Source: an optimization exercise on an open RTL-to-GDS flow (aim: small area). Production flows keep margins and buffers that such runs may drop. In this exercise RTL edits were held to simulation tests only and were not proved equivalent to the original. Power is estimated from default activity; no workload was simulated.

## oak
==> flow/design.v <==
module reaction_timer_top(
	input  logic       clk,
	input  logic       rst,
	input  logic       start_stop_btn,
	output logic       led,
	output logic [3:0] an,
	output logic [6:0] seg
);
	localparam logic [1:0] S0 = 2'd0, S1 = 2'd1, S2 = 2'd2, S3 = 2'd3;
	logic [1:0] state;
	logic btn_d1, btn_d2;
	always_ff @(posedge clk, posedge rst)
		if (rst) btn_d1 <= 1'b0;
		else btn_d1 <= start_stop_btn;
	always_ff @(posedge clk)
		btn_d2 <= btn_d1;
	wire pulse = btn_d1 & ~btn_d2;
	logic [1:0] m4;
	logic [2:0] m5;
	always_ff @(posedge clk, posedge rst)
		if (rst) begin
			m4 <= 2'd0;
			m5 <= 3'd0;
		end else begin
			m4 <= m4 + 2'd1;
			m5 <= m5[2] ? 3'd0 : m5 + 3'd1;
		end
	wire p9  = m5[2] & m4[0] & ~m4[1];	 
	wire p19 = m5[2] & m4[0] &  m4[1];	 
	wire tick = p9;
	logic [1:0] dcnt;
	logic [2:0] t5;
	always_ff @(posedge clk, posedge rst)
		if (rst) begin
			dcnt <= 2'd0;
			t5 <= 3'd4;
		end else if (tick) begin
			dcnt <= dcnt + 2'd1;
			t5 <= t5[2] ? 3'd0 : t5 + 3'd1;
		end
	wire dtick = p19 & dcnt[0] & t5[2];
	logic [15:0] r;
	wire inc = (state == S1) ? dtick : (state == S2) ? tick : 1'b0;
	wire bin = (state == S1);
	logic [15:0] rinc;
	logic c1, c2, c3;
	always_comb begin
		logic w0, w1, wb0, wb1;
		w0 = bin ? &r[3:0] : (r[3] & r[0]);
		wb0 = ~bin & r[3] & r[0];
		rinc[0] = ~r[0];
		rinc[1] = (r[1] ^ r[0]) & ~wb0;
		rinc[2] = r[2] ^ (r[1] & r[0]);
		rinc[3] = (r[3] ^ (r[2] & r[1] & r[0])) & ~wb0;
		c1 = w0;
		w1 = bin ? &r[7:4] : (r[7] & r[4]);
		wb1 = ~bin & r[7] & r[4];
		rinc[4] = r[4] ^ c1;
		rinc[5] = (r[5] ^ (c1 & r[4])) & ~(c1 & wb1);
		rinc[6] = r[6] ^ (c1 & r[5] & r[4]);
		rinc[7] = (r[7] ^ (c1 & r[6] & r[5] & r[4])) & ~(c1 & wb1);
		c2 = c1 & w1;
		rinc[8] = r[8] ^ c2;
		rinc[9] = (r[9] ^ (c2 & r[8])) & ~(c2 & r[11] & r[8]);
		rinc[10] = r[10] ^ (c2 & r[9] & r[8]);
		rinc[11] = (r[11] ^ (c2 & r[10] & r[9] & r[8])) & ~(c2 & r[11] & r[8]);
		c3 = c2 & r[11] & r[8];
		rinc[12] = r[12] ^ c3;
		rinc[13] = (r[13] ^ (c3 & r[12])) & ~(c3 & r[15] & r[12]);
		rinc[14] = r[14] ^ (c3 & r[13] & r[12]);
		rinc[15] = (r[15] ^ (c3 & r[14] & r[13] & r[12])) & ~(c3 & r[15] & r[12]);
	end
	wire done = (state == S1) & r[8];
	always_ff @(posedge clk, posedge rst)
		if (rst) r[7:0] <= 8'h9B;	 
		else if (state == S0) r[7:0] <= {r[6:0], ~(r[7] ^ r[5] ^ r[4] ^ r[3])};
		else if (inc) r[7:0] <= rinc[7:0];
	always_ff @(posedge clk)
		if (state == S0 || done) r[11:8] <= 4'd0;
		else if (inc) r[11:8] <= rinc[11:8];
	always_ff @(posedge clk, posedge rst)
		if (rst) r[15:12] <= 4'd0;
		else if (inc) r[15:12] <= rinc[15:12];
	always_ff @(posedge clk, posedge rst)
		if (rst) state <= S0;
		else case (state)
			S0: if (pulse) state <= S1;
			S1: if (done) state <= S2;
			S2: if (pulse) state <= S3;
			default: ;
		endcase
	assign led = (state == S2);
	wire [1:0] sel = dcnt | {2{~state[1]}};
	logic [3:0] dig;
	always_comb
		case (sel)
			2'd0: dig = r[3:0];
			2'd1: dig = r[7:4];
			2'd2: dig = r[11:8];
			default: dig = r[15:12];
		endcase
	always_comb
		case (dcnt)
			2'd0: an = 4'b1110;
			2'd1: an = 4'b1101;
			2'd2: an = 4'b1011;
			default: an = 4'b0111;
		endcase
	always_comb
		case (dig)
			4'd0: seg = 7'b0000001;
			4'd1: seg = 7'b1001111;
			4'd2: seg = 7'b0010010;
			4'd3: seg = 7'b0000110;
			4'd4: seg = 7'b1001100;
			4'd5: seg = 7'b0100100;
			4'd6: seg = 7'b0100000;
			4'd7: seg = 7'b0001111;
			4'd8: seg = 7'b0000000;
			4'd9: seg = 7'b0001100;
			default: seg = 7'bxxxxxxx;
		endcase
endmodule
Settings: LEC_CHECK=0, CAP_MARGIN=20, CORE_MARGIN=2, CORE_UTILIZATION=40, SLEW_MARGIN=20; clock period 18.0 ns.
standard.sh (not shown) runs the stock make flow with config.mk's settings and CLKGATE_MAP_FILE= SYNTH_SCRIPT=/design/flow/synth_recipe.tcl, a recipe that flattens the netlist after the stock synthesis.
==> flow/flow/run.sh <==
#!/bin/bash
# Own layout flow: the standard synthesis, then an area-oriented ABC
# re-mapping of the combinational logic only (every flip-flop instance is
# kept as synthesised, with its name and cell), then the standard layout
# with small port buffers and a clock tree without dummy loads.
set -euo pipefail
W=$PWD
R=$W/orfs/results/$FLOW_PLATFORM/reaction_timer_top/base
LIB=$FLOW_HOME/platforms/$FLOW_PLATFORM/lib/sky130_fd_sc_hd__tt_025C_1v80.lib

# 1. standard synthesis (netlist only)
bash standard.sh $R/1_2_yosys.v > $W/log_1_synth.txt 2>&1
cp $R/1_2_yosys.v $W/1_2_yosys_standard.v

# 2. re-map the combinational logic for area
sed -e "s|@IN@|$W/1_2_yosys_standard.v|" -e "s|@OUT@|$R/1_2_yosys.v|" -e "s|@LIB@|$LIB|g" \
	$W/flow/reopt.ys > $W/reopt_run.ys
yosys -s $W/reopt_run.ys > $W/log_2_reopt.txt 2>&1

# 3. standard layout from the re-mapped netlist
bash standard.sh \
	"BUFFER_PORTS_ARGS=-buffer_cell sky130_fd_sc_hd__buf_1" \
	"CTS_ARGS=-sink_clustering_enable -repair_clock_nets -dont_use_dummy_load -sink_clustering_size 40 -sink_clustering_max_diameter 300" \
	finish > $W/log_3_layout.txt 2>&1
==> flow/flow/reopt.ys <==
read_liberty -ignore_miss_func @LIB@
read_verilog @IN@
hierarchy -top reaction_timer_top
blackbox sky130_fd_sc_hd__df* sky130_fd_sc_hd__conb_1
flatten
opt_clean -purge
abc -liberty @LIB@ -dont_use sky130_fd_sc_hd__lpflow_* -dont_use sky130_fd_sc_hd__probe* -script +strash;&get,-n;&deepsyn,-T,60;&put;&get,-n;&nf,-R,1000,-p;&put
opt_clean -purge
hilomap -singleton -hicell sky130_fd_sc_hd__conb_1 HI -locell sky130_fd_sc_hd__conb_1 LO
splitnets
opt_clean -purge
stat -liberty @LIB@
write_verilog -noattr -nohex -nodec @OUT@
Edits applied to the flow inputs when going from oak to pine:
--- a/flow/flow/run.sh
+++ b/flow/flow/run.sh
@@ -21,4 +21,4 @@
 bash standard.sh \
 	"BUFFER_PORTS_ARGS=-buffer_cell sky130_fd_sc_hd__buf_1" \
-	"CTS_ARGS=-sink_clustering_enable -repair_clock_nets -dont_use_dummy_load -sink_clustering_size 40 -sink_clustering_max_diameter 300" \
+	"CTS_ARGS=-sink_clustering_enable -repair_clock_nets -dont_use_dummy_load" \
 	finish > $W/log_3_layout.txt 2>&1
--- a/flow/flow/reopt.ys
+++ b/flow/flow/reopt.ys
@@ -5,5 +5,5 @@
 flatten
 opt_clean -purge
-abc -liberty @LIB@ -dont_use sky130_fd_sc_hd__lpflow_* -dont_use sky130_fd_sc_hd__probe* -script +strash;&get,-n;&deepsyn,-T,60;&put;&get,-n;&nf,-R,1000,-p;&put
+abc -liberty @LIB@ -dont_use sky130_fd_sc_hd__lpflow_* -dont_use sky130_fd_sc_hd__probe* -script +strash;&get,-n;&deepsyn,-T,60;&put;dch,-f;map,-a;topo
 opt_clean -purge
 hilomap -singleton -hicell sky130_fd_sc_hd__conb_1 HI -locell sky130_fd_sc_hd__conb_1 LO
Against oak, clock power in pine came out better. Switching share of power, oak and pine, higher one = pine. Measured against each other, oak and pine differ in total placed instance area, the higher figure coming from pine. Taking oak as the reference, in pine power picked up an extra 0.016 mW, delay of the slowest critical-path stage neither gained nor lost much, area of the multi-input gates lost 48 µm², final-layout worst hold slack picked up an extra 0.012 ns, half-perimeter wire length after detailed placement picked up an extra 6.6%. Reported for oak and pine, final sum of negative setup slack turned out identical to the last digit.

[separate check: timing with driven ports]
The flow's constraints put no driver on any port. The routed layouts listed below were extracted and timed again, unchanged, in two steps. Step 1 assumes that a clkbuf_16 drives the clock port and a buf_2 every other input. Step 2 adds t to the input delays and takes it off the output delays; t is the mean of the earliest and latest rising clock arrival at the registers after step 1. Input paths then give back, and output paths get back, about the clock's delay inside the block. a / b / c = ideal / step 1 / step 2; a / b = the first two.
run	t (ns)	slack for setup (ns)	worst register clock-pin slew, ns
oak	0.350	11.482 / 11.461 / 11.811	0.09 / 0.09
pine	0.342	11.625 / 11.603 / 11.944	0.09 / 0.09
After both steps setup and hold are still met in every run listed.
